Background: an optimization exercise with open tools, aiming at small area and a short achievable clock period. Do not read the settings as production practice. Only simulation tests tie the RTL to the original design; equivalence was not proved.

## flow/design.v (module list and top-level ports; edited modules follow where they fit)
// module top_32bit: 119 lines
// module opmux: 4 lines
// module ltcmp: 3 lines
// module mulfront: 716 lines
// module csaback: 182 lines
// module xo2: 3 lines
module top_32bit(
    input               clk,
    input               we,
    input               reset,
    input      [31:0]   data,
    input      [1:0]    p_sel,
    input      [31:0]   P0,
    input      [31:0]   P1,
    output     [31:0]   P0_out,
    output     [31:0]   P1_out,
    output     [31:0]   data_out
  );
  // ...
==> flow/run.sh <==
#!/bin/bash
# synth_recipe.tcl (not shown) runs the flow's synth.tcl, then flattens the netlist and writes it again
# the make line also repeats each setting of config.mk as NAME=value (left out here)
make -C /OpenROAD-flow-scripts/flow DESIGN_CONFIG=/design/flow/config.mk WORK_HOME=/design/flow/orfs CLKGATE_MAP_FILE= SYNTH_SCRIPT=/design/flow/synth_recipe.tcl finish
==> flow/config.mk <==
export PLATFORM = sky130hd
export DESIGN_NAME = top_32bit
export DESIGN_NICKNAME = top_32bit
export VERILOG_FILES = /design/flow/design.v
export SDC_FILE = /design/flow/constraint.sdc
export NUM_CORES = 4
export LEC_CHECK = 0
export CAP_MARGIN = 20
export CORE_MARGIN = 2
export CORE_UTILIZATION = 60
export SETUP_SLACK_MARGIN = 5
export SLEW_MARGIN = 20
export SYNTH_HIERARCHICAL = 1
==> flow/constraint.sdc <==
create_clock -name core_clock -period 12.0 [get_ports {clk}]
set_input_delay 2.4000 -clock core_clock [delete_from_list [all_inputs] [get_ports {clk}]]
set_output_delay 2.4000 -clock core_clock [all_outputs]
set_load 0.01 [all_outputs]
==> metrics.csv, run 1 <==
metric,value,unit
number of max-cap violations,0,
area of the multi-input gates,24900,um^2
Routed Antenna Nets,1,
status,finished with violations,
comb_multi_in,2862,
fillers,6261,
# clk buffers,103,
Top Registers,"mem (384), Rh (192), mid (118)",
min Tclk post-route,6.98,ns
post-synthesis cell count,4374,
vias in the first global route,36300,
"EDFF count, synth",576,
Site Rows,105,
Synth Register Bits,778,
Ys Warns,7,
Port Buf Inserts,177,
Post-synth top cells,"edfxtp_1 (576), nand2_1 (288), nor2_1 (237), o211ai_1 (237), inv_1 (230)",
largest family of logic cells by synthesized area,compound AO/OA/AOI/OAI gates,
routed wire length,166000,um
max-slew violation count,0,
clock buffer count from CTS,85,
# resized after CTS,77,
share of cell area taken by multi-input logic gates,45.2,%
met3 Use GR,8.49,%
Hold Path Depth,0,
mux contribution to synthesized area,10.7,%
initial DRC count,4929,
1st-pass router iterations,6,
met2 WL,75100,um
Layout Check Fails,antenna violations,
pin count of the biggest net entering global routing,130,
chip width,291,um
Logic inverters,242,
WS Path Type,reg -> out,
worst-path cell chain,fa_1 -> inv_1 -> fa_1 -> inv_1 -> ha_2 -> and4_1 -> and3_4 -> a211o_4 -> nor3_4 -> o311a_2 -> clkdlybuf4s50_1,
FFs & Latches,778,
core area,81800,um^2
==> module csaback, before the edit <==
module csaback(input [117:0] m, output [31:0] s);
  wire s1;
  wire c2;
  wire s3;
  wire c4;
  wire s5;
  wire c6;
  wire s7;
  wire c8;
  wire s9;
  wire c10;
  wire s11;
  wire c12;
  wire s13;
  wire c14;
  wire s15;
  wire c16;
  wire s17;
  wire c18;
  wire s19;
  wire c20;
  wire s21;
  wire c22;
  wire s23;
  wire c24;
  wire s25;
  wire c26;
  wire s27;
  wire c28;
  wire s29;
  wire c30;
  wire s31;
  wire c32;
  wire s33;
  wire c34;
  wire s35;
  wire c36;
  wire s37;
  wire c38;
  wire s39;
  wire c40;
  wire s41;
  wire c42;
  wire s43;
  wire c44;
  wire s45;
  wire c46;
  wire s47;
  wire c48;
  wire s49;
  wire c50;
  wire s51;
  wire c52;
  wire s53;
  wire c54;
  wire s55;
  wire c56;
  wire s57;
  wire c58;
  wire s59;
  wire c60;
  wire s61;
  wire c62;
  wire s63;
  wire c64;
  wire s65;
  wire c66;
  wire s67;
  wire c68;
  wire s69;
  wire c70;
  wire s71;
  wire c72;
  wire s73;
  wire c74;
  wire s75;
  wire c76;
  wire s77;
  wire c78;
  wire s79;
  wire c80;
  wire s81;
  wire c82;
  wire s83;
  wire c84;
  wire s85;
  wire c86;
  wire s87;
  wire c88;
  wire s89;
  wire c90;
  wire s91;
  wire c92;
  wire s93;
  wire c94;
  wire s95;
  wire c96;
  wire s97;
  wire c98;
  wire s99;
  wire c100;
  wire s101;
  wire c102;
  wire s103;
  wire c104;
  wire s105;
  wire c106;
  wire s107;
  wire c108;
  wire s109;
  wire c110;
  wire s111;
  wire c112;
  wire s113;
  wire c114;
  wire s115;
  wire c116;
  wire s117;
  wire c118;
  assign {c2,s1} = m[0] + m[1];
  assign {c4,s3} = m[3] + m[4];
  assign {c6,s5} = m[5] + m[6] + m[7];
  assign {c8,s7} = m[8] + m[9];
  assign {c10,s9} = m[10] + m[11] + m[12];
  assign {c12,s11} = m[13] + c8;
  assign {c14,s13} = m[14] + m[15] + m[16];
  assign {c16,s15} = c10 + s13;
  assign {c18,s17} = m[17] + m[18] + m[19];
  assign {c20,s19} = m[20] + c14 + s17;
  assign {c22,s21} = m[21] + m[22] + m[23];
  assign {c24,s23} = m[24] + c18 + s21;
  assign {c26,s25} = m[25] + m[26] + m[27];
  assign {c28,s27} = m[28] + c22 + s25;
  assign {c30,s29} = m[29] + m[30] + m[31];
  assign {c32,s31} = m[32] + c26 + s29;
  assign {c34,s33} = m[33] + m[34] + m[35];
  assign {c36,s35} = m[36] + c30 + s33;
  assign {c38,s37} = m[37] + m[38] + m[39];
  assign {c40,s39} = m[40] + c34 + s37;
  assign {c42,s41} = m[41] + m[42] + m[43];
  assign {c44,s43} = m[44] + c38 + s41;
  assign {c46,s45} = m[45] + m[46] + m[47];
  assign {c48,s47} = m[48] + c42 + s45;
  assign {c50,s49} = m[49] + m[50] + m[51];
  assign {c52,s51} = m[52] + c46 + s49;
  assign {c54,s53} = m[53] + m[54] + m[55];
  assign {c56,s55} = m[56] + c50 + s53;
  assign {c58,s57} = m[57] + m[58] + m[59];
  assign {c60,s59} = m[60] + c54 + s57;
  assign {c62,s61} = m[61] + m[62] + m[63];
  assign {c64,s63} = m[64] + c58 + s61;
  assign {c66,s65} = m[65] + m[66] + m[67];
  assign {c68,s67} = m[68] + c62 + s65;
  assign {c70,s69} = m[69] + m[70] + m[71];
  assign {c72,s71} = m[72] + c66 + s69;
  assign {c74,s73} = m[73] + m[74] + m[75];
  assign {c76,s75} = m[76] + c70 + s73;
  assign {c78,s77} = m[77] + m[78] + m[79];
  assign {c80,s79} = m[80] + c74 + s77;
  assign {c82,s81} = m[81] + m[82] + m[83];
  assign {c84,s83} = m[84] + c78 + s81;
  assign {c86,s85} = m[85] + m[86] + m[87];
  assign {c88,s87} = m[88] + c82 + s85;
  assign {c90,s89} = m[89] + m[90] + m[91];
  assign {c92,s91} = m[92] + c86 + s89;
  assign {c94,s93} = m[93] + m[94] + m[95];
  assign {c96,s95} = m[96] + c90 + s93;
  assign {c98,s97} = m[97] + m[98] + m[99];
  assign {c100,s99} = m[100] + c94 + s97;
  assign {c102,s101} = m[101] + m[102] + m[103];
  assign {c104,s103} = m[104] + c98 + s101;
  assign {c106,s105} = m[105] + m[106] + m[107];
  assign {c108,s107} = m[108] + c102 + s105;
  assign {c110,s109} = m[109] + m[110] + m[111];
  assign {c112,s111} = m[112] + c106 + s109;
  assign {c114,s113} = m[113] + m[114] + m[115];
  assign {c116,s115} = c110 + s113;
  assign {c118,s117} = m[116] + m[117] + c114;
  wire [31:0] ra = {c116, c112, c108, c104, c100, c96, c92, c88, c84, c80, c76, c72, c68, c64, c60, c56, c52, c48, c44, c40, c36, c32, c28, c24, c20, c16, c12, s9, c6, c4, c2, m[2]};
  wire [31:0] rb = {s117, s115, s111, s107, s103, s99, s95, s91, s87, s83, s79, s75, s71, s67, s63, s59, s55, s51, s47, s43, s39, s35, s31, s27, s23, s19, s15, s11, s7, s5, s3, s1};
  assign s = ra + rb;
endmodule
==> inputs of run 2 (changes only) <==
--- a/flow/design.v
+++ b/flow/design.v
@@ -308,164 +308,239 @@
   wire pp180;
   wire pp181;
   wire pp182;
   wire pp183;
   wire pp184;
   wire pp185;
   wire s186;
   wire c187;
-  wire s188;
-  wire c189;
-  wire s190;
-  wire c191;
-  wire s192;
-  wire c193;
-  wire s194;
-  wire c195;
-  wire s196;
-  wire c197;
-  wire s198;
-  wire c199;
-  wire s200;
-  wire c201;
-  wire s202;
-  wire c203;
-  wire s204;
-  wire c205;
-  wire s206;
-  wire c207;
+  wire x188;
+  wire s189;
+  wire c190;
+  wire x191;
+  wire x192;
+  wire s193;
+  wire c194;
+  wire s195;
+  wire c196;
+  wire x197;
+  wire x198;
+  wire s199;
+  wire c200;
+  wire s201;
+  wire c202;
+  wire x203;
+  wire x204;
+  wire s205;
+  wire c206;
+  wire x207;
   wire s208;
   wire c209;
   wire s210;
   wire c211;
-  wire s212;
-  wire c213;
+  wire x212;
+  wire x213;
   wire s214;
   wire c215;
-  wire s216;
-  wire c217;
-  wire s218;
-  wire c219;
-  wire s220;
-  wire c221;
-  wire s222;
-  wire c223;
-  wire s224;
-  wire c225;
+  wire x216;
+  wire s217;
+  wire c218;
+  wire s219;
+  wire c220;
+  wire x221;
+  wire x222;
+  wire s223;
+  wire c224;
+  wire x225;
   wire s226;
   wire c227;
-  wire s228;
-  wire c229;
-  wire s230;
-  wire c231;
-  wire s232;
-  wire c233;
-  wire s234;
-  wire c235;
-  wire s236;
-  wire c237;
+  wire x228;
+  wire s229;
+  wire c230;
+  wire s231;
+  wire c232;
+  wire x233;
+  wire x234;
+  wire s235;
+  wire c236;
+  wire x237;
   wire s238;
   wire c239;
-  wire s240;
-  wire c241;
-  wire s242;
-  wire c243;
-  wire s244;
-  wire c245;
-  wire s246;
-  wire c247;
-  wire s248;
-  wire c249;
+  wire x240;
+  wire s241;
+  wire c242;
+  wire s243;
+  wire c244;
+  wire x245;
+  wire x246;
+  wire s247;
+  wire c248;
+  wire x249;
   wire s250;
   wire c251;
-  wire s252;
-  wire c253;
-  wire s254;
-  wire c255;
+  wire x252;
+  wire s253;
+  wire c254;
+  wire x255;
   wire s256;
   wire c257;
   wire s258;
   wire c259;
-  wire s260;
-  wire c261;
+  wire x260;
+  wire x261;
   wire s262;
   wire c263;
-  wire s264;
-  wire c265;
-  wire s266;
-  wire c267;
+  wire x264;
+  wire s265;
+  wire c266;
+  wire x267;
   wire s268;
   wire c269;
-  wire s270;
-  wire c271;
-  wire s272;
-  wire c273;
-  wire s274;
-  wire c275;
-  wire s276;
-  wire c277;
-  wire s278;
-  wire c279;
+  wire x270;
+  wire s271;
+  wire c272;
+  wire s273;
+  wire c274;
+  wire x275;
+  wire x276;
+  wire s277;
+  wire c278;
+  wire x279;
   wire s280;
   wire c281;
-  wire s282;
-  wire c283;
-  wire s284;
-  wire c285;
+  wire x282;
+  wire s283;
+  wire c284;
+  wire x285;
   wire s286;
   wire c287;
-  wire s288;
-  wire c289;
-  wire s290;
-  wire c291;
+  wire x288;
+  wire s289;
+  wire c290;
+  wire x291;
   wire s292;
   wire c293;
-  wire s294;
-  wire c295;
-  wire s296;
-  wire c297;
+  wire x294;
+  wire s295;
+  wire c296;
+  wire x297;
   wire s298;
   wire c299;
-  wire s300;
-  wire c301;
-  wire s302;
-  wire c303;
+  wire x300;
+  wire s301;
+  wire c302;
+  wire x303;
   wire s304;
   wire c305;
-  wire s306;
-  wire c307;
-  wire s308;
-  wire c309;
+  wire x306;
+  wire s307;
+  wire c308;
+  wire x309;
   wire s310;
   wire c311;
-  wire s312;
-  wire c313;
-  wire s314;
-  wire c315;
+  wire x312;
+  wire s313;
+  wire c314;
+  wire x315;
   wire s316;
   wire c317;
-  wire s318;
-  wire c319;
-  wire s320;
-  wire c321;
+  wire x318;
+  wire s319;
+  wire c320;
+  wire x321;
   wire s322;
   wire c323;
-  wire s324;
-  wire c325;
-  wire s326;
-  wire c327;
+  wire x324;
+  wire s325;
+  wire c326;
+  wire x327;
   wire s328;
   wire c329;
-  wire s330;
-  wire c331;
-  wire s332;
-  wire c333;
+  wire x330;
+  wire s331;
+  wire c332;
+  wire x333;
   wire s334;
   wire c335;
+  wire x336;
+  wire s337;
+  wire c338;
+  wire x339;
+  wire s340;
+  wire c341;
+  wire x342;
+  wire s343;
+  wire c344;
+  wire x345;
+  wire s346;
+  wire c347;
+  wire s348;
+  wire c349;
+  wire x350;
+  wire x351;
+  wire s352;
+  wire c353;
+  wire x354;
+  wire s355;
+  wire c356;
+  wire x357;
+  wire s358;
+  wire c359;
+  wire x360;
+  wire s361;
+  wire c362;
+  wire x363;
+  wire s364;
+  wire c365;
+  wire x366;
+  wire s367;
+  wire c368;
+  wire x369;
+  wire s370;
+  wire c371;
+  wire s372;
+  wire c373;
+  wire x374;
+  wire x375;
+  wire s376;
+  wire c377;
+  wire x378;
+  wire s379;
+  wire c380;
+  wire x381;
+  wire s382;
+  wire c383;
+  wire x384;
+  wire s385;
+  wire c386;
+  wire x387;
+  wire s388;
+  wire c389;
+  wire s390;
+  wire c391;
+  wire x392;
+  wire x393;
+  wire s394;
+  wire c395;
+  wire x396;
+  wire s397;
+  wire c398;
+  wire x399;
+  wire s400;
+  wire c401;
+  wire s402;
+  wire c403;
+  wire x404;
+  wire x405;
+  wire s406;
+  wire c407;
+  wire s408;
+  wire c409;
+  wire x410;
   assign one1 = b[0] ^ 1'b0;
   assign two2 = (b[1] & ~b[0] & ~1'b0) | (~b[1] & b[0] & 1'b0);
   assign neg3 = b[1];
   assign pp4 = ((one1 & a[0]) | (two2 & 1'b0)) ^ neg3;
   assign pp5 = ((one1 & a[1]) | (two2 & a[0])) ^ neg3;
   assign pp6 = ((one1 & a[2]) | (two2 & a[1])) ^ neg3;
   assign pp7 = ((one1 & a[3]) | (two2 & a[2])) ^ neg3;
   assign pp8 = ((one1 & a[4]) | (two2 & a[3])) ^ neg3;
@@ -641,91 +716,241 @@
   assign pp178 = one169 & a[8];
   assign pp179 = one169 & a[9];
   assign pp180 = one169 & a[10];
   assign pp181 = one169 & a[11];
   assign pp182 = one169 & a[12];
   assign pp183 = one169 & a[13];
   assign pp184 = one169 & a[14];
   assign pp185 = one169 & a[15];
-  assign {c187,s186} = neg66 + pp10;
-  assign {c189,s188} = pp11 + pp30;
-  assign {c191,s190} = neg87 + pp12 + pp31;
-  assign {c193,s192} = pp50 + pp69;
-  assign {c195,s194} = pp13 + pp32 + pp51;
-  assign {c197,s196} = pp70 + pp89;
-  assign {c199,s198} = neg108 + pp14 + pp33;
-  assign {c201,s200} = pp52 + pp71 + pp90;
-  assign {c203,s202} = pp109 + c197;
-  assign {c205,s204} = pp15 + pp34 + pp53;
-  assign {c207,s206} = pp72 + pp91 + pp110;
-  assign {c209,s208} = c199 + c201;
-  assign {c211,s210} = neg129 + pp16 + pp35;
-  assign {c213,s212} = pp54 + pp73 + pp92;
-  assign {c215,s214} = pp111 + pp130 + c205;
-  assign {c217,s216} = c207 + s210;
-  assign {c219,s218} = pp17 + pp36 + pp55;
-  assign {c221,s220} = pp74 + pp93 + pp112;
-  assign {c223,s222} = pp131 + c211 + c213;
-  assign {c225,s224} = s218 + s220;
-  assign {c227,s226} = neg150 + pp18 + pp37;
-  assign {c229,s228} = pp56 + pp75 + pp94;
-  assign {c231,s230} = pp113 + pp132 + pp151;
-  assign {c233,s232} = c219 + c221 + s226;
-  assign {c235,s234} = s228 + s230;
-  assign {c237,s236} = pp19 + pp38 + pp57;
-  assign {c239,s238} = pp76 + pp95 + pp114;
-  assign {c241,s240} = pp133 + pp152 + c227;
-  assign {c243,s242} = c229 + c231 + s236;
-  assign {c245,s244} = s238 + c235;
-  assign {c247,s246} = pp20 + pp39 + pp58;
-  assign {c249,s248} = pp77 + pp96 + pp115;
-  assign {c251,s250} = pp134 + pp153 + pp170;
-  assign {c253,s252} = c237 + c239 + s246;
-  assign {c255,s254} = s248 + s250 + c241;
-  assign {c257,s256} = neg3 + pp40 + pp59;
-  assign {c259,s258} = pp78 + pp97 + pp116;
-  assign {c261,s260} = pp135 + pp154 + pp171;
-  assign {c263,s262} = c247 + c249 + c251;
-  assign {c265,s264} = s256 + s258 + s260;
-  assign {c267,s266} = neg3 + pp41 + pp60;
-  assign {c269,s268} = pp79 + pp98 + pp117;
-  assign {c271,s270} = pp136 + pp155 + pp172;
-  assign {c273,s272} = c257 + c259 + c261;
-  assign {c275,s274} = s266 + s268 + s270;
-  assign {c277,s276} = ns21 + ns42 + pp61;
-  assign {c279,s278} = pp80 + pp99 + pp118;
-  assign {c281,s280} = pp137 + pp156 + pp173;
-  assign {c283,s282} = c267 + c269 + c271;
-  assign {c285,s284} = s276 + s278 + s280;
-  assign {c287,s286} = pp62 + pp81 + 1'b1;
-  assign {c289,s288} = pp100 + pp119 + pp138;
-  assign {c291,s290} = pp157 + pp174 + c277;
-  assign {c293,s292} = c279 + c281 + s286;
-  assign {c295,s294} = s288 + c283;
-  assign {c297,s296} = ns63 + pp82 + pp101;
-  assign {c299,s298} = pp120 + pp139 + pp158;
-  assign {c301,s300} = pp175 + c287 + c289;
-  assign {c303,s302} = s296 + s298 + c291;
-  assign {c305,s304} = pp83 + pp102 + 1'b1;
-  assign {c307,s306} = pp121 + pp140 + pp159;
-  assign {c309,s308} = pp176 + c297 + c299;
-  assign {c311,s310} = s304 + s306;
-  assign {c313,s312} = ns84 + pp103 + pp122;
-  assign {c315,s314} = pp141 + pp160 + pp177;
-  assign {c317,s316} = c305 + c307 + s312;
-  assign {c319,s318} = pp104 + pp123 + 1'b1;
-  assign {c321,s320} = pp142 + pp161 + pp178;
-  assign {c323,s322} = c313 + c315;
-  assign {c325,s324} = ns105 + pp124 + pp143;
-  assign {c327,s326} = pp162 + pp179 + c319;
-  assign {c329,s328} = pp125 + pp144 + 1'b1;
-  assign {c331,s330} = pp163 + pp180;
-  assign {c333,s332} = ns126 + pp145 + pp164;
-  assign {c335,s334} = pp146 + pp165;
+  xo2 u_x1 (.a(neg66), .b(pp10), .y(x188));
+  assign s186 = x188;
+  assign c187 = neg66 & pp10;
+  xo2 u_x2 (.a(pp11), .b(pp30), .y(x191));
+  assign s189 = x191;
+  assign c190 = pp11 & pp30;
+  xo2 u_x3 (.a(neg87), .b(pp12), .y(x192));
+  assign s193 = x192 ^ pp31;
+  assign c194 = x192 ? pp31 : neg87;
+  xo2 u_x4 (.a(pp50), .b(pp69), .y(x197));
+  assign s195 = x197;
+  assign c196 = pp50 & pp69;
+  xo2 u_x5 (.a(pp13), .b(pp32), .y(x198));
+  assign s199 = x198 ^ pp51;
+  assign c200 = x198 ? pp51 : pp13;
+  xo2 u_x6 (.a(pp70), .b(pp89), .y(x203));
+  assign s201 = x203;
+  assign c202 = pp70 & pp89;
+  xo2 u_x7 (.a(neg108), .b(pp14), .y(x204));
+  assign s205 = x204 ^ pp33;
+  assign c206 = x204 ? pp33 : neg108;
+  xo2 u_x8 (.a(pp52), .b(pp71), .y(x207));
+  assign s208 = x207 ^ pp90;
+  assign c209 = x207 ? pp90 : pp52;
+  xo2 u_x9 (.a(pp109), .b(c202), .y(x212));
+  assign s210 = x212;
+  assign c211 = pp109 & c202;
+  xo2 u_x10 (.a(pp15), .b(pp34), .y(x213));
+  assign s214 = x213 ^ pp53;
+  assign c215 = x213 ? pp53 : pp15;
+  xo2 u_x11 (.a(pp72), .b(pp91), .y(x216));
+  assign s217 = x216 ^ pp110;
+  assign c218 = x216 ? pp110 : pp72;
+  xo2 u_x12 (.a(c211), .b(c206), .y(x221));
+  assign s219 = x221;
+  assign c220 = c211 & c206;
+  xo2 u_x13 (.a(neg129), .b(pp16), .y(x222));
+  assign s223 = x222 ^ pp35;
+  assign c224 = x222 ? pp35 : neg129;
+  xo2 u_x14 (.a(pp54), .b(pp73), .y(x225));
+  assign s226 = x225 ^ pp92;
+  assign c227 = x225 ? pp92 : pp54;
+  xo2 u_x15 (.a(pp111), .b(pp130), .y(x228));
+  assign s229 = x228 ^ c215;
+  assign c230 = x228 ? c215 : pp111;
+  xo2 u_x16 (.a(c218), .b(s223), .y(x233));
+  assign s231 = x233;
+  assign c232 = c218 & s223;
+  xo2 u_x17 (.a(pp17), .b(pp36), .y(x234));
+  assign s235 = x234 ^ pp55;
+  assign c236 = x234 ? pp55 : pp17;
+  xo2 u_x18 (.a(pp74), .b(pp93), .y(x237));
+  assign s238 = x237 ^ pp112;
+  assign c239 = x237 ? pp112 : pp74;
+  xo2 u_x19 (.a(pp131), .b(c224), .y(x240));
+  assign s241 = x240 ^ c227;
+  assign c242 = x240 ? c227 : pp131;
+  xo2 u_x20 (.a(s235), .b(s238), .y(x245));
+  assign s243 = x245;
+  assign c244 = s235 & s238;
+  xo2 u_x21 (.a(neg150), .b(pp18), .y(x246));
+  assign s247 = x246 ^ pp37;
+  assign c248 = x246 ? pp37 : neg150;
+  xo2 u_x22 (.a(pp56), .b(pp75), .y(x249));
+  assign s250 = x249 ^ pp94;
+  assign c251 = x249 ? pp94 : pp56;
+  xo2 u_x23 (.a(pp113), .b(pp132), .y(x252));
+  assign s253 = x252 ^ pp151;
+  assign c254 = x252 ? pp151 : pp113;
+  xo2 u_x24 (.a(c236), .b(c239), .y(x255));
+  assign s256 = x255 ^ s247;
+  assign c257 = x255 ? s247 : c236;
+  xo2 u_x25 (.a(s250), .b(s253), .y(x260));
+  assign s258 = x260;
+  assign c259 = s250 & s253;
+  xo2 u_x26 (.a(pp19), .b(pp38), .y(x261));
+  assign s262 = x261 ^ pp57;
+  assign c263 = x261 ? pp57 : pp19;
+  xo2 u_x27 (.a(pp76), .b(pp95), .y(x264));
+  assign s265 = x264 ^ pp114;
+  assign c266 = x264 ? pp114 : pp76;
+  xo2 u_x28 (.a(pp133), .b(pp152), .y(x267));
+  assign s268 = x267 ^ c248;
+  assign c269 = x267 ? c248 : pp133;
+  xo2 u_x29 (.a(c251), .b(c254), .y(x270));
+  assign s271 = x270 ^ s262;
+  assign c272 = x270 ? s262 : c251;
+  xo2 u_x30 (.a(s265), .b(c259), .y(x275));
+  assign s273 = x275;
+  assign c274 = s265 & c259;
+  xo2 u_x31 (.a(pp20), .b(pp39), .y(x276));
+  assign s277 = x276 ^ pp58;
+  assign c278 = x276 ? pp58 : pp20;
+  xo2 u_x32 (.a(pp77), .b(pp96), .y(x279));
+  assign s280 = x279 ^ pp115;
+  assign c281 = x279 ? pp115 : pp77;
+  xo2 u_x33 (.a(pp134), .b(pp153), .y(x282));
+  assign s283 = x282 ^ pp170;
+  assign c284 = x282 ? pp170 : pp134;
+  xo2 u_x34 (.a(c263), .b(c266), .y(x285));
+  assign s286 = x285 ^ s277;
+  assign c287 = x285 ? s277 : c263;
+  xo2 u_x35 (.a(s280), .b(s283), .y(x288));
+  assign s289 = x288 ^ c269;
+  assign c290 = x288 ? c269 : s280;
+  xo2 u_x36 (.a(neg3), .b(pp40), .y(x291));
+  assign s292 = x291 ^ pp59;
+  assign c293 = x291 ? pp59 : neg3;
+  xo2 u_x37 (.a(pp78), .b(pp97), .y(x294));
+  assign s295 = x294 ^ pp116;
+  assign c296 = x294 ? pp116 : pp78;
+  xo2 u_x38 (.a(pp135), .b(pp154), .y(x297));
+  assign s298 = x297 ^ pp171;
+  assign c299 = x297 ? pp171 : pp135;
+  xo2 u_x39 (.a(c278), .b(c281), .y(x300));
+  assign s301 = x300 ^ c284;
+  assign c302 = x300 ? c284 : c278;
+  xo2 u_x40 (.a(s292), .b(s295), .y(x303));
+  assign s304 = x303 ^ s298;
+  assign c305 = x303 ? s298 : s292;
+  xo2 u_x41 (.a(neg3), .b(pp41), .y(x306));
+  assign s307 = x306 ^ pp60;
+  assign c308 = x306 ? pp60 : neg3;
+  xo2 u_x42 (.a(pp79), .b(pp98), .y(x309));
+  assign s310 = x309 ^ pp117;
+  assign c311 = x309 ? pp117 : pp79;
+  xo2 u_x43 (.a(pp136), .b(pp155), .y(x312));
+  assign s313 = x312 ^ pp172;
+  assign c314 = x312 ? pp172 : pp136;
+  xo2 u_x44 (.a(c293), .b(c296), .y(x315));
+  assign s316 = x315 ^ c299;
+  assign c317 = x315 ? c299 : c293;
+  xo2 u_x45 (.a(s307), .b(s310), .y(x318));
+  assign s319 = x318 ^ s313;
+  assign c320 = x318 ? s313 : s307;
+  xo2 u_x46 (.a(ns21), .b(ns42), .y(x321));
+  assign s322 = x321 ^ pp61;
+  assign c323 = x321 ? pp61 : ns21;
+  xo2 u_x47 (.a(pp80), .b(pp99), .y(x324));
+  assign s325 = x324 ^ pp118;
+  assign c326 = x324 ? pp118 : pp80;
+  xo2 u_x48 (.a(pp137), .b(pp156), .y(x327));
+  assign s328 = x327 ^ pp173;
+  assign c329 = x327 ? pp173 : pp137;
+  xo2 u_x49 (.a(s322), .b(c308), .y(x330));
+  assign s331 = x330 ^ c311;
+  assign c332 = x330 ? c311 : s322;
+  xo2 u_x50 (.a(c314), .b(s325), .y(x333));
+  assign s334 = x333 ^ s328;
+  assign c335 = x333 ? s328 : c314;
+  xo2 u_x51 (.a(pp62), .b(pp81), .y(x336));
+  assign s337 = ~x336;
+  assign c338 = pp62 | pp81;
+  xo2 u_x52 (.a(pp100), .b(pp119), .y(x339));
+  assign s340 = x339 ^ pp138;
+  assign c341 = x339 ? pp138 : pp100;
+  xo2 u_x53 (.a(pp157), .b(pp174), .y(x342));
+  assign s343 = x342 ^ c323;
+  assign c344 = x342 ? c323 : pp157;
+  xo2 u_x54 (.a(s337), .b(c326), .y(x345));
+  assign s346 = x345 ^ c329;
+  assign c347 = x345 ? c329 : s337;
+  xo2 u_x55 (.a(s340), .b(s343), .y(x350));
+  assign s348 = x350;
+  assign c349 = s340 & s343;
+  xo2 u_x56 (.a(ns63), .b(pp82), .y(x351));
+  assign s352 = x351 ^ pp101;
+  assign c353 = x351 ? pp101 : ns63;
+  xo2 u_x57 (.a(pp120), .b(pp139), .y(x354));
+  assign s355 = x354 ^ pp158;
+  assign c356 = x354 ? pp158 : pp120;
+  xo2 u_x58 (.a(pp175), .b(c338), .y(x357));
+  assign s358 = x357 ^ c341;
+  assign c359 = x357 ? c341 : pp175;
+  xo2 u_x59 (.a(c344), .b(s352), .y(x360));
+  assign s361 = x360 ^ s355;
+  assign c362 = x360 ? s355 : c344;
+  xo2 u_x60 (.a(pp83), .b(pp102), .y(x363));
+  assign s364 = ~x363;
+  assign c365 = pp83 | pp102;
+  xo2 u_x61 (.a(pp121), .b(pp140), .y(x366));
+  assign s367 = x366 ^ pp159;
+  assign c368 = x366 ? pp159 : pp121;
+  xo2 u_x62 (.a(pp176), .b(s364), .y(x369));
+  assign s370 = x369 ^ c353;
+  assign c371 = x369 ? c353 : pp176;
+  xo2 u_x63 (.a(c356), .b(s367), .y(x374));
+  assign s372 = x374;
+  assign c373 = c356 & s367;
+  xo2 u_x64 (.a(ns84), .b(pp103), .y(x375));
+  assign s376 = x375 ^ pp122;
+  assign c377 = x375 ? pp122 : ns84;
+  xo2 u_x65 (.a(pp141), .b(pp160), .y(x378));
+  assign s379 = x378 ^ pp177;
+  assign c380 = x378 ? pp177 : pp141;
+  xo2 u_x66 (.a(c365), .b(c368), .y(x381));
+  assign s382 = x381 ^ s376;
+  assign c383 = x381 ? s376 : c365;
+  xo2 u_x67 (.a(pp104), .b(pp123), .y(x384));
+  assign s385 = ~x384;
+  assign c386 = pp104 | pp123;
+  xo2 u_x68 (.a(pp142), .b(pp161), .y(x387));
+  assign s388 = x387 ^ pp178;
+  assign c389 = x387 ? pp178 : pp142;
+  xo2 u_x69 (.a(s385), .b(c377), .y(x392));
+  assign s390 = x392;
+  assign c391 = s385 & c377;
+  xo2 u_x70 (.a(ns105), .b(pp124), .y(x393));
+  assign s394 = x393 ^ pp143;
+  assign c395 = x393 ? pp143 : ns105;
+  xo2 u_x71 (.a(pp162), .b(pp179), .y(x396));
+  assign s397 = x396 ^ c386;
+  assign c398 = x396 ? c386 : pp162;
+  xo2 u_x72 (.a(pp125), .b(pp144), .y(x399));
+  assign s400 = ~x399;
+  assign c401 = pp125 | pp144;
+  xo2 u_x73 (.a(pp163), .b(pp180), .y(x404));
+  assign s402 = x404;
+  assign c403 = pp163 & pp180;
+  xo2 u_x74 (.a(ns126), .b(pp145), .y(x405));
+  assign s406 = x405 ^ pp164;
+  assign c407 = x405 ? pp164 : ns126;
+  xo2 u_x75 (.a(pp146), .b(pp165), .y(x410));
+  assign s408 = x410;
+  assign c409 = pp146 & pp165;
   assign m[0] = is_mul ? pp4 : ox[0];
   assign m[1] = is_mul ? neg3 : oy[0];
   assign m[2] = ~is_mul & ocin;
   assign m[3] = is_mul ? pp5 : ox[1];
   assign m[4] = ~is_mul & oy[1];
   assign m[5] = is_mul ? pp6 : ox[2];
   assign m[6] = is_mul ? pp25 : oy[2];
   assign m[7] = is_mul & neg24;
@@ -740,288 +965,465 @@
   assign m[16] = is_mul & pp47;
   assign m[17] = is_mul ? pp29 : ox[6];
   assign m[18] = is_mul ? pp48 : oy[6];
   assign m[19] = is_mul & pp67;
   assign m[20] = is_mul & s186;
   assign m[21] = is_mul ? pp49 : ox[7];
   assign m[22] = is_mul ? pp68 : oy[7];
   assign m[23] = is_mul & c187;
-  assign m[24] = is_mul & s188;
+  assign m[24] = is_mul & s189;
   assign m[25] = is_mul ? pp88 : ox[8];
-  assign m[26] = is_mul ? c189 : oy[8];
-  assign m[27] = is_mul & s190;
-  assign m[28] = is_mul & s192;
-  assign m[29] = is_mul ? c193 : ox[9];
-  assign m[30] = is_mul ? c191 : oy[9];
-  assign m[31] = is_mul & s194;
-  assign m[32] = is_mul & s196;
-  assign m[33] = is_mul ? c195 : ox[10];
-  assign m[34] = is_mul ? s198 : oy[10];
-  assign m[35] = is_mul & s200;
-  assign m[36] = is_mul & s202;
-  assign m[37] = is_mul ? s204 : ox[11];
-  assign m[38] = is_mul ? s206 : oy[11];
-  assign m[39] = is_mul & c203;
-  assign m[40] = is_mul & s208;
-  assign m[41] = is_mul ? s212 : ox[12];
-  assign m[42] = is_mul ? c209 : oy[12];
-  assign m[43] = is_mul & s214;
-  assign m[44] = is_mul & s216;
-  assign m[45] = is_mul ? c217 : ox[13];
-  assign m[46] = is_mul ? c215 : oy[13];
-  assign m[47] = is_mul & s222;
-  assign m[48] = is_mul & s224;
-  assign m[49] = is_mul ? c225 : ox[14];
-  assign m[50] = is_mul ? c223 : oy[14];
-  assign m[51] = is_mul & s232;
-  assign m[52] = is_mul & s234;
-  assign m[53] = is_mul ? c233 : ox[15];
-  assign m[54] = is_mul ? s240 : oy[15];
-  assign m[55] = is_mul & s242;
-  assign m[56] = is_mul & s244;
-  assign m[57] = is_mul ? c243 : ox[16];
-  assign m[58] = is_mul ? s252 : oy[16];
-  assign m[59] = is_mul & c245;
-  assign m[60] = is_mul & s254;
-  assign m[61] = is_mul ? c253 : ox[17];
-  assign m[62] = is_mul ? s262 : oy[17];
-  assign m[63] = is_mul & c255;
-  assign m[64] = is_mul & s264;
-  assign m[65] = is_mul ? c263 : ox[18];
-  assign m[66] = is_mul ? c265 : oy[18];
-  assign m[67] = is_mul & s272;
-  assign m[68] = is_mul & s274;
-  assign m[69] = is_mul ? c273 : ox[19];
-  assign m[70] = is_mul ? c275 : oy[19];
-  assign m[71] = is_mul & s282;
-  assign m[72] = is_mul & s284;
-  assign m[73] = is_mul ? c285 : ox[20];
-  assign m[74] = is_mul ? s290 : oy[20];
-  assign m[75] = is_mul & s292;
-  assign m[76] = is_mul & s294;
-  assign m[77] = is_mul ? c293 : ox[21];
-  assign m[78] = is_mul ? s300 : oy[21];
-  assign m[79] = is_mul & c295;
-  assign m[80] = is_mul & s302;
-  assign m[81] = is_mul ? c301 : ox[22];
-  assign m[82] = is_mul ? s308 : oy[22];
-  assign m[83] = is_mul & c303;
-  assign m[84] = is_mul & s310;
-  assign m[85] = is_mul ? s314 : ox[23];
-  assign m[86] = is_mul ? c311 : oy[23];
-  assign m[87] = is_mul & c309;
-  assign m[88] = is_mul & s316;
-  assign m[89] = is_mul ? s318 : ox[24];
-  assign m[90] = is_mul ? s320 : oy[24];
-  assign m[91] = is_mul & c317;
-  assign m[92] = is_mul & s322;
-  assign m[93] = is_mul ? c321 : ox[25];
-  assign m[94] = is_mul ? s324 : oy[25];
-  assign m[95] = is_mul & c323;
-  assign m[96] = is_mul & s326;
-  assign m[97] = is_mul ? c325 : ox[26];
-  assign m[98] = is_mul ? s328 : oy[26];
-  assign m[99] = is_mul & c327;
-  assign m[100] = is_mul & s330;
+  assign m[26] = is_mul ? c190 : oy[8];
+  assign m[27] = is_mul & s193;
+  assign m[28] = is_mul & s195;
+  assign m[29] = is_mul ? c196 : ox[9];
+  assign m[30] = is_mul ? c194 : oy[9];
+  assign m[31] = is_mul & s199;
+  assign m[32] = is_mul & s201;
+  assign m[33] = is_mul ? c200 : ox[10];
+  assign m[34] = is_mul ? s205 : oy[10];
+  assign m[35] = is_mul & s208;
+  assign m[36] = is_mul & s210;
+  assign m[37] = is_mul ? c209 : ox[11];
+  assign m[38] = is_mul ? s214 : oy[11];
+  assign m[39] = is_mul & s217;
+  assign m[40] = is_mul & s219;
+  assign m[41] = is_mul ? s226 : ox[12];
+  assign m[42] = is_mul ? c220 : oy[12];
+  assign m[43] = is_mul & s229;
+  assign m[44] = is_mul & s231;
+  assign m[45] = is_mul ? c230 : ox[13];
+  assign m[46] = is_mul ? c232 : oy[13];
+  assign m[47] = is_mul & s241;
+  assign m[48] = is_mul & s243;
+  assign m[49] = is_mul ? c244 : ox[14];
+  assign m[50] = is_mul ? c242 : oy[14];
+  assign m[51] = is_mul & s256;
+  assign m[52] = is_mul & s258;
+  assign m[53] = is_mul ? s268 : ox[15];
+  assign m[54] = is_mul ? c257 : oy[15];
+  assign m[55] = is_mul & s271;
+  assign m[56] = is_mul & s273;
+  assign m[57] = is_mul ? c274 : ox[16];
+  assign m[58] = is_mul ? c272 : oy[16];
+  assign m[59] = is_mul & s286;
+  assign m[60] = is_mul & s289;
+  assign m[61] = is_mul ? c287 : ox[17];
+  assign m[62] = is_mul ? c290 : oy[17];
+  assign m[63] = is_mul & s301;
+  assign m[64] = is_mul & s304;
+  assign m[65] = is_mul ? c302 : ox[18];
+  assign m[66] = is_mul ? c305 : oy[18];
+  assign m[67] = is_mul & s316;
+  assign m[68] = is_mul & s319;
+  assign m[69] = is_mul ? c317 : ox[19];
+  assign m[70] = is_mul ? c320 : oy[19];
+  assign m[71] = is_mul & s331;
+  assign m[72] = is_mul & s334;
+  assign m[73] = is_mul ? c332 : ox[20];
+  assign m[74] = is_mul ? c335 : oy[20];
+  assign m[75] = is_mul & s346;
+  assign m[76] = is_mul & s348;
+  assign m[77] = is_mul ? c349 : ox[21];
+  assign m[78] = is_mul ? s358 : oy[21];
+  assign m[79] = is_mul & c347;
+  assign m[80] = is_mul & s361;
+  assign m[81] = is_mul ? c359 : ox[22];
+  assign m[82] = is_mul ? s370 : oy[22];
+  assign m[83] = is_mul & c362;
+  assign m[84] = is_mul & s372;
+  assign m[85] = is_mul ? s379 : ox[23];
+  assign m[86] = is_mul ? c373 : oy[23];
+  assign m[87] = is_mul & c371;
+  assign m[88] = is_mul & s382;
+  assign m[89] = is_mul ? c380 : ox[24];
+  assign m[90] = is_mul ? s388 : oy[24];
+  assign m[91] = is_mul & c383;
+  assign m[92] = is_mul & s390;
+  assign m[93] = is_mul ? c389 : ox[25];
+  assign m[94] = is_mul ? s394 : oy[25];
+  assign m[95] = is_mul & c391;
+  assign m[96] = is_mul & s397;
+  assign m[97] = is_mul ? s400 : ox[26];
+  assign m[98] = is_mul ? c395 : oy[26];
+  assign m[99] = is_mul & c398;
+  assign m[100] = is_mul & s402;
   assign m[101] = is_mul ? pp181 : ox[27];
-  assign m[102] = is_mul ? c331 : oy[27];
-  assign m[103] = is_mul & c329;
-  assign m[104] = is_mul & s332;
+  assign m[102] = is_mul ? c403 : oy[27];
+  assign m[103] = is_mul & c401;
+  assign m[104] = is_mul & s406;
   assign m[105] = is_mul ? 1'b1 : ox[28];
   assign m[106] = is_mul ? pp182 : oy[28];
-  assign m[107] = is_mul & c333;
-  assign m[108] = is_mul & s334;
+  assign m[107] = is_mul & c407;
+  assign m[108] = is_mul & s408;
   assign m[109] = is_mul ? ns147 : ox[29];
   assign m[110] = is_mul ? pp166 : oy[29];
   assign m[111] = is_mul & pp183;
-  assign m[112] = is_mul & c335;
+  assign m[112] = is_mul & c409;
   assign m[113] = is_mul ? pp167 : ox[30];
   assign m[114] = is_mul ? pp184 : oy[30];
   assign m[115] = is_mul & 1'b1;
   assign m[116] = is_mul ? ns168 : ox[31];
   assign m[117] = is_mul ? pp185 : oy[31];
 endmodule
 module csaback(input [117:0] m, output [31:0] s);
   wire s1;
   wire c2;
-  wire s3;
-  wire c4;
-  wire s5;
-  wire c6;
-  wire s7;
-  wire c8;
-  wire s9;
-  wire c10;
-  wire s11;
-  wire c12;
-  wire s13;
-  wire c14;
-  wire s15;
-  wire c16;
-  wire s17;
-  wire c18;
-  wire s19;
-  wire c20;
-  wire s21;
-  wire c22;
-  wire s23;
-  wire c24;
-  wire s25;
-  wire c26;
-  wire s27;
-  wire c28;
+  wire x3;
+  wire s4;
+  wire c5;
+  wire x6;
+  wire x7;
+  wire s8;
+  wire c9;
+  wire s10;
+  wire c11;
+  wire x12;
+  wire x13;
+  wire s14;
+  wire c15;
+  wire s16;
+  wire c17;
+  wire x18;
+  wire x19;
+  wire s20;
+  wire c21;
+  wire s22;
+  wire c23;
+  wire x24;
+  wire x25;
+  wire s26;
+  wire c27;
+  wire x28;
   wire s29;
   wire c30;
-  wire s31;
-  wire c32;
-  wire s33;
-  wire c34;
+  wire x31;
+  wire s32;
+  wire c33;
+  wire x34;
   wire s35;
   wire c36;
-  wire s37;
-  wire c38;
-  wire s39;
-  wire c40;
+  wire x37;
+  wire s38;
+  wire c39;
+  wire x40;
   wire s41;
   wire c42;
-  wire s43;
-  wire c44;
-  wire s45;
-  wire c46;
+  wire x43;
+  wire s44;
+  wire c45;
+  wire x46;
   wire s47;
   wire c48;
-  wire s49;
-  wire c50;
-  wire s51;
-  wire c52;
+  wire x49;
+  wire s50;
+  wire c51;
+  wire x52;
   wire s53;
   wire c54;
-  wire s55;
-  wire c56;
-  wire s57;
-  wire c58;
+  wire x55;
+  wire s56;
+  wire c57;
+  wire x58;
   wire s59;
   wire c60;
-  wire s61;
-  wire c62;
-  wire s63;
-  wire c64;
+  wire x61;
+  wire s62;
+  wire c63;
+  wire x64;
   wire s65;
   wire c66;
-  wire s67;
-  wire c68;
-  wire s69;
-  wire c70;
+  wire x67;
+  wire s68;
+  wire c69;
+  wire x70;
   wire s71;
   wire c72;
-  wire s73;
-  wire c74;
-  wire s75;
-  wire c76;
+  wire x73;
+  wire s74;
+  wire c75;
+  wire x76;
   wire s77;
   wire c78;
-  wire s79;
-  wire c80;
-  wire s81;
-  wire c82;
+  wire x79;
+  wire s80;
+  wire c81;
+  wire x82;
   wire s83;
   wire c84;
-  wire s85;
-  wire c86;
-  wire s87;
-  wire c88;
+  wire x85;
+  wire s86;
+  wire c87;
+  wire x88;
   wire s89;
   wire c90;
-  wire s91;
-  wire c92;
-  wire s93;
-  wire c94;
+  wire x91;
+  wire s92;
+  wire c93;
+  wire x94;
   wire s95;
   wire c96;
-  wire s97;
-  wire c98;
-  wire s99;
-  wire c100;
+  wire x97;
+  wire s98;
+  wire c99;
+  wire x100;
   wire s101;
   wire c102;
-  wire s103;
-  wire c104;
-  wire s105;
-  wire c106;
+  wire x103;
+  wire s104;
+  wire c105;
+  wire x106;
   wire s107;
   wire c108;
-  wire s109;
-  wire c110;
-  wire s111;
-  wire c112;
+  wire x109;
+  wire s110;
+  wire c111;
+  wire x112;
   wire s113;
   wire c114;
-  wire s115;
-  wire c116;
-  wire s117;
-  wire c118;
-  assign {c2,s1} = m[0] + m[1];
-  assign {c4,s3} = m[3] + m[4];
-  assign {c6,s5} = m[5] + m[6] + m[7];
-  assign {c8,s7} = m[8] + m[9];
-  assign {c10,s9} = m[10] + m[11] + m[12];
-  assign {c12,s11} = m[13] + c8;
-  assign {c14,s13} = m[14] + m[15] + m[16];
-  assign {c16,s15} = c10 + s13;
-  assign {c18,s17} = m[17] + m[18] + m[19];
-  assign {c20,s19} = m[20] + c14 + s17;
-  assign {c22,s21} = m[21] + m[22] + m[23];
-  assign {c24,s23} = m[24] + c18 + s21;
-  assign {c26,s25} = m[25] + m[26] + m[27];
-  assign {c28,s27} = m[28] + c22 + s25;
-  assign {c30,s29} = m[29] + m[30] + m[31];
-  assign {c32,s31} = m[32] + c26 + s29;
-  assign {c34,s33} = m[33] + m[34] + m[35];
-  assign {c36,s35} = m[36] + c30 + s33;
-  assign {c38,s37} = m[37] + m[38] + m[39];
-  assign {c40,s39} = m[40] + c34 + s37;
-  assign {c42,s41} = m[41] + m[42] + m[43];
-  assign {c44,s43} = m[44] + c38 + s41;
-  assign {c46,s45} = m[45] + m[46] + m[47];
-  assign {c48,s47} = m[48] + c42 + s45;
-  assign {c50,s49} = m[49] + m[50] + m[51];
-  assign {c52,s51} = m[52] + c46 + s49;
-  assign {c54,s53} = m[53] + m[54] + m[55];
-  assign {c56,s55} = m[56] + c50 + s53;
-  assign {c58,s57} = m[57] + m[58] + m[59];
-  assign {c60,s59} = m[60] + c54 + s57;
-  assign {c62,s61} = m[61] + m[62] + m[63];
-  assign {c64,s63} = m[64] + c58 + s61;
-  assign {c66,s65} = m[65] + m[66] + m[67];
-  assign {c68,s67} = m[68] + c62 + s65;
-  assign {c70,s69} = m[69] + m[70] + m[71];
-  assign {c72,s71} = m[72] + c66 + s69;
-  assign {c74,s73} = m[73] + m[74] + m[75];
-  assign {c76,s75} = m[76] + c70 + s73;
-  assign {c78,s77} = m[77] + m[78] + m[79];
-  assign {c80,s79} = m[80] + c74 + s77;
-  assign {c82,s81} = m[81] + m[82] + m[83];
-  assign {c84,s83} = m[84] + c78 + s81;
-  assign {c86,s85} = m[85] + m[86] + m[87];
-  assign {c88,s87} = m[88] + c82 + s85;
-  assign {c90,s89} = m[89] + m[90] + m[91];
-  assign {c92,s91} = m[92] + c86 + s89;
-  assign {c94,s93} = m[93] + m[94] + m[95];
-  assign {c96,s95} = m[96] + c90 + s93;
-  assign {c98,s97} = m[97] + m[98] + m[99];
-  assign {c100,s99} = m[100] + c94 + s97;
-  assign {c102,s101} = m[101] + m[102] + m[103];
-  assign {c104,s103} = m[104] + c98 + s101;
-  assign {c106,s105} = m[105] + m[106] + m[107];
-  assign {c108,s107} = m[108] + c102 + s105;
-  assign {c110,s109} = m[109] + m[110] + m[111];
-  assign {c112,s111} = m[112] + c106 + s109;
-  assign {c114,s113} = m[113] + m[114] + m[115];
-  assign {c116,s115} = c110 + s113;
-  assign {c118,s117} = m[116] + m[117] + c114;
-  wire [31:0] ra = {c116, c112, c108, c104, c100, c96, c92, c88, c84, c80, c76, c72, c68, c64, c60, c56, c52, c48, c44, c40, c36, c32, c28, c24, c20, c16, c12, s9, c6, c4, c2, m[2]};
-  wire [31:0] rb = {s117, s115, s111, s107, s103, s99, s95, s91, s87, s83, s79, s75, s71, s67, s63, s59, s55, s51, s47, s43, s39, s35, s31, s27, s23, s19, s15, s11, s7, s5, s3, s1};
+  wire x115;
+  wire s116;
+  wire c117;
+  wire x118;
+  wire s119;
+  wire c120;
+  wire x121;
+  wire s122;
+  wire c123;
+  wire x124;
+  wire s125;
+  wire c126;
+  wire x127;
+  wire s128;
+  wire c129;
+  wire x130;
+  wire s131;
+  wire c132;
+  wire x133;
+  wire s134;
+  wire c135;
+  wire x136;
+  wire s137;
+  wire c138;
+  wire x139;
+  wire s140;
+  wire c141;
+  wire x142;
+  wire s143;
+  wire c144;
+  wire x145;
+  wire s146;
+  wire c147;
+  wire x148;
+  wire s149;
+  wire c150;
+  wire x151;
+  wire s152;
+  wire c153;
+  wire x154;
+  wire s155;
+  wire c156;
+  wire x157;
+  wire s158;
+  wire c159;
+  wire x160;
+  wire s161;
+  wire c162;
+  wire x163;
+  wire s164;
+  wire c165;
+  wire x166;
+  wire s167;
+  wire c168;
+  wire x169;
+  wire s170;
+  wire c171;
+  wire s172;
+  wire c173;
+  wire x174;
+  wire x175;
+  wire s176;
+  wire c177;
+  xo2 u_x10001 (.a(m[0]), .b(m[1]), .y(x3));
+  assign s1 = x3;
+  assign c2 = m[0] & m[1];
+  xo2 u_x10002 (.a(m[3]), .b(m[4]), .y(x6));
+  assign s4 = x6;
+  assign c5 = m[3] & m[4];
+  xo2 u_x10003 (.a(m[5]), .b(m[6]), .y(x7));
+  assign s8 = x7 ^ m[7];
+  assign c9 = x7 ? m[7] : m[5];
+  xo2 u_x10004 (.a(m[8]), .b(m[9]), .y(x12));
+  assign s10 = x12;
+  assign c11 = m[8] & m[9];
+  xo2 u_x10005 (.a(m[10]), .b(m[11]), .y(x13));
+  assign s14 = x13 ^ m[12];
+  assign c15 = x13 ? m[12] : m[10];
+  xo2 u_x10006 (.a(m[13]), .b(c11), .y(x18));
+  assign s16 = x18;
+  assign c17 = m[13] & c11;
+  xo2 u_x10007 (.a(m[14]), .b(m[15]), .y(x19));
+  assign s20 = x19 ^ m[16];
+  assign c21 = x19 ? m[16] : m[14];
+  xo2 u_x10008 (.a(c17), .b(c15), .y(x24));
+  assign s22 = x24;
+  assign c23 = c17 & c15;
+  xo2 u_x10009 (.a(m[17]), .b(m[18]), .y(x25));
+  assign s26 = x25 ^ m[19];
+  assign c27 = x25 ? m[19] : m[17];
+  xo2 u_x10010 (.a(m[20]), .b(c21), .y(x28));
+  assign s29 = x28 ^ s26;
+  assign c30 = x28 ? s26 : m[20];
+  xo2 u_x10011 (.a(m[21]), .b(m[22]), .y(x31));
+  assign s32 = x31 ^ m[23];
+  assign c33 = x31 ? m[23] : m[21];
+  xo2 u_x10012 (.a(m[24]), .b(c27), .y(x34));
+  assign s35 = x34 ^ s32;
+  assign c36 = x34 ? s32 : m[24];
+  xo2 u_x10013 (.a(m[25]), .b(m[26]), .y(x37));
+  assign s38 = x37 ^ m[27];
+  assign c39 = x37 ? m[27] : m[25];
+  xo2 u_x10014 (.a(m[28]), .b(c33), .y(x40));
+  assign s41 = x40 ^ s38;
+  assign c42 = x40 ? s38 : m[28];
+  xo2 u_x10015 (.a(m[29]), .b(m[30]), .y(x43));
+  assign s44 = x43 ^ m[31];
+  assign c45 = x43 ? m[31] : m[29];
+  xo2 u_x10016 (.a(m[32]), .b(c39), .y(x46));
+  assign s47 = x46 ^ s44;
+  assign c48 = x46 ? s44 : m[32];
+  xo2 u_x10017 (.a(m[33]), .b(m[34]), .y(x49));
+  assign s50 = x49 ^ m[35];
+  assign c51 = x49 ? m[35] : m[33];
+  xo2 u_x10018 (.a(m[36]), .b(c45), .y(x52));
+  assign s53 = x52 ^ s50;
+  assign c54 = x52 ? s50 : m[36];
+  xo2 u_x10019 (.a(m[37]), .b(m[38]), .y(x55));
+  assign s56 = x55 ^ m[39];
+  assign c57 = x55 ? m[39] : m[37];
+  xo2 u_x10020 (.a(m[40]), .b(c51), .y(x58));
+  assign s59 = x58 ^ s56;
+  assign c60 = x58 ? s56 : m[40];
+  xo2 u_x10021 (.a(m[41]), .b(m[42]), .y(x61));
+  assign s62 = x61 ^ m[43];
+  assign c63 = x61 ? m[43] : m[41];
+  xo2 u_x10022 (.a(m[44]), .b(c57), .y(x64));
+  assign s65 = x64 ^ s62;
+  assign c66 = x64 ? s62 : m[44];
+  xo2 u_x10023 (.a(m[45]), .b(m[46]), .y(x67));
+  assign s68 = x67 ^ m[47];
+  assign c69 = x67 ? m[47] : m[45];
+  xo2 u_x10024 (.a(m[48]), .b(c63), .y(x70));
+  assign s71 = x70 ^ s68;
+  assign c72 = x70 ? s68 : m[48];
+  xo2 u_x10025 (.a(m[49]), .b(m[50]), .y(x73));
+  assign s74 = x73 ^ m[51];
+  assign c75 = x73 ? m[51] : m[49];
+  xo2 u_x10026 (.a(m[52]), .b(c69), .y(x76));
+  assign s77 = x76 ^ s74;
+  assign c78 = x76 ? s74 : m[52];
+  xo2 u_x10027 (.a(m[53]), .b(m[54]), .y(x79));
+  assign s80 = x79 ^ m[55];
+  assign c81 = x79 ? m[55] : m[53];
+  xo2 u_x10028 (.a(m[56]), .b(c75), .y(x82));
+  assign s83 = x82 ^ s80;
+  assign c84 = x82 ? s80 : m[56];
+  xo2 u_x10029 (.a(m[57]), .b(m[58]), .y(x85));
+  assign s86 = x85 ^ m[59];
+  assign c87 = x85 ? m[59] : m[57];
+  xo2 u_x10030 (.a(m[60]), .b(c81), .y(x88));
+  assign s89 = x88 ^ s86;
+  assign c90 = x88 ? s86 : m[60];
+  xo2 u_x10031 (.a(m[61]), .b(m[62]), .y(x91));
+  assign s92 = x91 ^ m[63];
+  assign c93 = x91 ? m[63] : m[61];
+  xo2 u_x10032 (.a(m[64]), .b(c87), .y(x94));
+  assign s95 = x94 ^ s92;
+  assign c96 = x94 ? s92 : m[64];
+  xo2 u_x10033 (.a(m[65]), .b(m[66]), .y(x97));
+  assign s98 = x97 ^ m[67];
+  assign c99 = x97 ? m[67] : m[65];
+  xo2 u_x10034 (.a(m[68]), .b(c93), .y(x100));
+  assign s101 = x100 ^ s98;
+  assign c102 = x100 ? s98 : m[68];
+  xo2 u_x10035 (.a(m[69]), .b(m[70]), .y(x103));
+  assign s104 = x103 ^ m[71];
+  assign c105 = x103 ? m[71] : m[69];
+  xo2 u_x10036 (.a(m[72]), .b(c99), .y(x106));
+  assign s107 = x106 ^ s104;
+  assign c108 = x106 ? s104 : m[72];
+  xo2 u_x10037 (.a(m[73]), .b(m[74]), .y(x109));
+  assign s110 = x109 ^ m[75];
+  assign c111 = x109 ? m[75] : m[73];
+  xo2 u_x10038 (.a(m[76]), .b(c105), .y(x112));
+  assign s113 = x112 ^ s110;
+  assign c114 = x112 ? s110 : m[76];
+  xo2 u_x10039 (.a(m[77]), .b(m[78]), .y(x115));
+  assign s116 = x115 ^ m[79];
+  assign c117 = x115 ? m[79] : m[77];
+  xo2 u_x10040 (.a(m[80]), .b(c111), .y(x118));
+  assign s119 = x118 ^ s116;
+  assign c120 = x118 ? s116 : m[80];
+  xo2 u_x10041 (.a(m[81]), .b(m[82]), .y(x121));
+  assign s122 = x121 ^ m[83];
+  assign c123 = x121 ? m[83] : m[81];
+  xo2 u_x10042 (.a(m[84]), .b(c117), .y(x124));
+  assign s125 = x124 ^ s122;
+  assign c126 = x124 ? s122 : m[84];
+  xo2 u_x10043 (.a(m[85]), .b(m[86]), .y(x127));
+  assign s128 = x127 ^ m[87];
+  assign c129 = x127 ? m[87] : m[85];
+  xo2 u_x10044 (.a(m[88]), .b(c123), .y(x130));
+  assign s131 = x130 ^ s128;
+  assign c132 = x130 ? s128 : m[88];
+  xo2 u_x10045 (.a(m[89]), .b(m[90]), .y(x133));
+  assign s134 = x133 ^ m[91];
+  assign c135 = x133 ? m[91] : m[89];
+  xo2 u_x10046 (.a(m[92]), .b(c129), .y(x136));
+  assign s137 = x136 ^ s134;
+  assign c138 = x136 ? s134 : m[92];
+  xo2 u_x10047 (.a(m[93]), .b(m[94]), .y(x139));
+  assign s140 = x139 ^ m[95];
+  assign c141 = x139 ? m[95] : m[93];
+  xo2 u_x10048 (.a(m[96]), .b(c135), .y(x142));
+  assign s143 = x142 ^ s140;
+  assign c144 = x142 ? s140 : m[96];
+  xo2 u_x10049 (.a(m[97]), .b(m[98]), .y(x145));
+  assign s146 = x145 ^ m[99];
+  assign c147 = x145 ? m[99] : m[97];
+  xo2 u_x10050 (.a(m[100]), .b(c141), .y(x148));
+  assign s149 = x148 ^ s146;
+  assign c150 = x148 ? s146 : m[100];
+  xo2 u_x10051 (.a(m[101]), .b(m[102]), .y(x151));
+  assign s152 = x151 ^ m[103];
+  assign c153 = x151 ? m[103] : m[101];
+  xo2 u_x10052 (.a(m[104]), .b(c147), .y(x154));
+  assign s155 = x154 ^ s152;
+  assign c156 = x154 ? s152 : m[104];
+  xo2 u_x10053 (.a(m[105]), .b(m[106]), .y(x157));
+  assign s158 = x157 ^ m[107];
+  assign c159 = x157 ? m[107] : m[105];
+  xo2 u_x10054 (.a(m[108]), .b(c153), .y(x160));
+  assign s161 = x160 ^ s158;
+  assign c162 = x160 ? s158 : m[108];
+  xo2 u_x10055 (.a(m[109]), .b(m[110]), .y(x163));
+  assign s164 = x163 ^ m[111];
+  assign c165 = x163 ? m[111] : m[109];
+  xo2 u_x10056 (.a(m[112]), .b(c159), .y(x166));
+  assign s167 = x166 ^ s164;
+  assign c168 = x166 ? s164 : m[112];
+  xo2 u_x10057 (.a(m[113]), .b(m[114]), .y(x169));
+  assign s170 = x169 ^ m[115];
+  assign c171 = x169 ? m[115] : m[113];
+  xo2 u_x10058 (.a(c165), .b(s170), .y(x174));
+  assign s172 = x174;
+  assign c173 = c165 & s170;
+  xo2 u_x10059 (.a(m[116]), .b(m[117]), .y(x175));
+  assign s176 = x175 ^ c171;
+  assign c177 = x175 ? c171 : m[116];
+  wire [31:0] ra = {c173, c168, c162, c156, c150, c144, c138, c132, c126, c120, c114, c108, c102, c96, c90, c84, c78, c72, c66, c60, c54, c48, c42, c36, c30, c23, s20, s14, c9, c5, c2, m[2]};
+  wire [31:0] rb = {s176, s172, s167, s161, s155, s149, s143, s137, s131, s125, s119, s113, s107, s101, s95, s89, s83, s77, s71, s65, s59, s53, s47, s41, s35, s29, s22, s16, s10, s8, s4, s1};
   assign s = ra + rb;
 endmodule
 module xo2(input a, input b, output y);
   assign y = a ^ b;
 endmodule
==> flow/config.mk (replaced) <==
export PLATFORM = sky130hd
export DESIGN_NAME = top_32bit
export DESIGN_NICKNAME = top_32bit
export VERILOG_FILES = /design/flow/design.v
export SDC_FILE = /design/flow/constraint.sdc
export NUM_CORES = 4
export LEC_CHECK = 0
export CAP_MARGIN = 20
export CORE_MARGIN = 2
export CORE_UTILIZATION = 40
export SETUP_SLACK_MARGIN = 5
export SLEW_MARGIN = 20
export SYNTH_HIERARCHICAL = 1
==> run 2 against run 1 <==
  * The run now finishes clean
  * Flip-flop and latch count is the same
  * Count of clock-buffer cells in the layout rose by 9
  * Hold slack better by 0.0062 ns
  * Cell count increased by 17%
  * Die area rose by 52%
  * Core utilization down 21 points
  * Highest routed layer unchanged
==> metrics.csv, run 2 <==
metric,value,unit,change
CTS tree,done,,
Worst Path Arrival,4.54,ns,
Clock transition at path regs,0.06,ns,
P&R area growth vs syn,14.3,%,
Layout Skew,0.0513,ns,
hold path start,valid[7],,
most common cell in the netlist,edfxtp_1,,
Fmax,144,MHz,
Post-route DRC,0,,
hold buffer count at CTS,0,,
ys async rst share,9.64,%,
Synth top area share,34.3,%,
dominant cell type by area after synthesis,edfxtp_1,,
Hold EP,valid[7],,
Startpoint Class,register,,
worst setup margin,5.06,ns,
number of nets in the layout,4922,,
Ys Warns,7,,unchanged
die height,359,um,
most frequent cells in the layout,"edfxtp_1 (576), nor2_1 (297), nand2_1 (276), o211ai_1 (276), a21oi_1 (255)",,
min Tclk post-route,6.94,ns,-0.0461 ns
Hold Path Depth,1,,+1
Post-synth top cells,"edfxtp_1 (576), nor2_1 (309), nand2_1 (294)",,
fillers,11400,,+83%
Fin. Hold Viols,0,,
register area share after synthesis,43.0,%,
Via density,6.29,,
clk buf depth,3,,
Routability Congestion,0.935,,
hpwl dp,112000,um,
1st-pass router iterations,6,,unchanged
die area,129000,um^2,
syn_nets,4956,,
Routed Antenna Nets,0,,-1
Worst Tran Pin Value,1.14,ns,
synth top area cells,"edfxtp_1 (34%), dfxtp_1 (5.0%), mux4_2 (5.0%)",,
routed wire length,178000,um,+7.5%
Cell variety after synth,112,,
first-pass GRT wire length,259000,um,
cell chosen for the clock root,clkbuf_16,,
CTS Sinks,778,,
"most common cell after layout, fill and taps aside",edfxtp_1,,
max-slew violation count,0,,unchanged
"Primary FF master, synth",edfxtp_1,,
vias in the first global route,38300,,+5.6%
number of flip-flops in the largest register,384,,
crit path max fanout,7,,
Avg Inst Size Synth,10.7,um^2,
relative slew slack,23.8,%,
Tcrit/Tclk final,57.8,%,
initial DRC count,5262,,+6.8%
Ant. Diodes,0,,
Worst Hold Class,reg -> reg,,
final setup fails,0,,
Crit. End Element,primary output,,
Site Rows,130,,+24%
All-Layer GR Usage,26.7,%,
R2R Path End,mid[58],,
post-synthesis cell count,4724,,+8.0%
H-tree levels,3,,
I/O pins,197,,
reg2reg path depth,22,,
grt ovf,0,,
core area,125000,um^2,+53%
initial antenna violation count,5,,
Setup TNS,0,ns,
chip width,359,um,+23%
pre-CTS setup slack,3.27,ns,
Top Registers,"mem (384), Rh (192), mid (118)",,
wire length per cell,27.8,um,
worst skew pair latency,0.73,ns,
R2R Setup Slk,5.15,ns,
mapped cell area,50500,um^2,
Initial Utilization,40.3,%,
clock buffer count from CTS,88,,+3.5%
share of post-route cells with drive strength above 1,20.1,%,
"EDFF count, synth",576,,unchanged
pin count of the biggest net entering global routing,126,,-3.1%
Port Buf Inserts,177,,unchanged
WS Path Type,reg -> out,,
Top reg by flops,mem,,
number of max-cap violations,0,,unchanged
status,timing/DRC/antenna clean,,
Synth Register Bits,778,,unchanged
vias,40300,,
RSZ-0062 raised after global routing,true,,
WP data required,9.60,ns,
[run 2: cell types whose count changed after synthesis, moves of 16 or more]
cell and change:
o211ai_1 +39, xnor2_1 +69, o21ai_0 +22, o211ai_2 -24, a21o_1 +16, nor2_1 +72
xor2_1 +149, inv_1 -17, fa_1 -108, a21oi_1 +43, o21ai_1 -40, nand3_1 +26
ha_1 -25
[run 2: logic make-up (layout without fill, tap and decap cells)]
group,count (synthesis),after routing,share of synthesized area [%]
AO/OA/AOI/OAI,1402,1402,20.6
XOR/XNOR,305,305,5.32
adder cells (fa/ha/maj),180,180,4.23
buffers and inverters,731,764,7.10
flip-flops,778,778,43.0
multiplexers,384,384,10.9
AND/OR/NAND/NOR,944,949,8.91
[run 2: per-stage QoR]
step	util, %	hold WS, ns	cells	instance area [um^2]
finish	46.0	0.485	6412	57700
global route	46.0	0.480	6412	57700
CTS	45.5	0.473	6396	57100
detailed placement	42.4	0.458	6203	53100
global placement	42.4	0.446	6203	53100
floorplan	-	0.345	4724	50500
[run 2: area by class of cell]
class                   count  area, um^2  share of cell area [%]
clock buffers             112        2410                    4.18
repair buffers            380        3720                    6.45
flip-flops and latches    778       21700                    37.7
multi-input cells        3220       26300                    45.6
clock inverters            50         597                    1.03
well taps                1650        2060                    3.58
inverters                 222         846                    1.47
[run 2: worst max-delay path by stage]
| stage | depth (start not counted) | slack (ns) | to | startpoint |
|---|---|---|---|---|
| floorplan | 20 | 5.40 | mid[83] | p_sel[0] |
| global placement | 22 | 3.33 | mid[83] | register |
| detailed placement | 22 | 3.27 | mid[83] | register |
| CTS | 13 | 5.00 | data_out[23] | mid[21] |
| global route | 13 | 4.90 | data_out[31] | mid[89] |
| finish | 14 | 5.06 | data_out[30] | mid[14] |
[run 2: per-module statistics from Yosys (local to each module, per instance)]
module     cells inside  area (um^2)  flops+latches
mulfront           1353         8220              0
xo2                   1         8.76              0
opmux               105          603              0
ltcmp               110          798              0
top_32bit          2483        36000            778
csaback             434         3140              0
[run 2: routing by layer]
layer  global-route usage (%)  wire [um]
met4                     11.2       8110
met2                     41.5      79500
met3                     6.40      18200
met1                     35.7      72100
met5                        0         35
[run 2: what timing repair did]
| item | in CTS | in global routing |
|---|---|---|
| endpoints found under the setup margin | 122 | 49 |
| resized for setup | 116 | 93 |
| setup buffers | 23 | 15 |
| pin swaps | 21 | 21 |
| cloned | 8 | 0 |
[run 2: critical path, stage by stage, from the launching register on]
cell and delay, ns:
dfxtp_1 0.37, xor2_2 0.19, mux2_2 0.38, xor2_2 0.21, nor2_1 0.08, a21oi_1 0.21, ha_4 0.26, a211o_2 0.37
a21oi_2 0.27, o21a_4 0.24, a21oi_4 0.09, a21oi_2 0.22, xnor2_1 0.18, buf_4 0.21, clkdlybuf4s50_1 0.55

separate check: timing with driven ports:
Ports are ideal in the flow. The routed layouts listed here were re-timed in OpenROAD.
Step 1 (the two cells are an assumption about what drives the block):
set clk [get_ports {clk}]
set_driving_cell -lib_cell sky130_fd_sc_hd__clkbuf_16 $clk
set_driving_cell -lib_cell sky130_fd_sc_hd__buf_2 [delete_from_list [all_inputs] $clk]
Step 2 times the ports against the registers' clock, not the clock port: input delays grow and output delays shrink by t, the midpoint of the rising clock arrivals with the driver on.
a / b / c = no drivers / after step 1 / after step 2; a / b = the first two.
run | t (ns) | setup slack, ns | worst setup path after step 2
run 1 | 0.714 | 5.018 / 4.946 / 4.656 | input to register
run 2 | 0.776 | 5.064 / 4.992 / 4.722 | input to register
For run 1, which loses most, drivers alone change the setup slack by -0.072 ns; drivers and shift together by -0.362 ns.
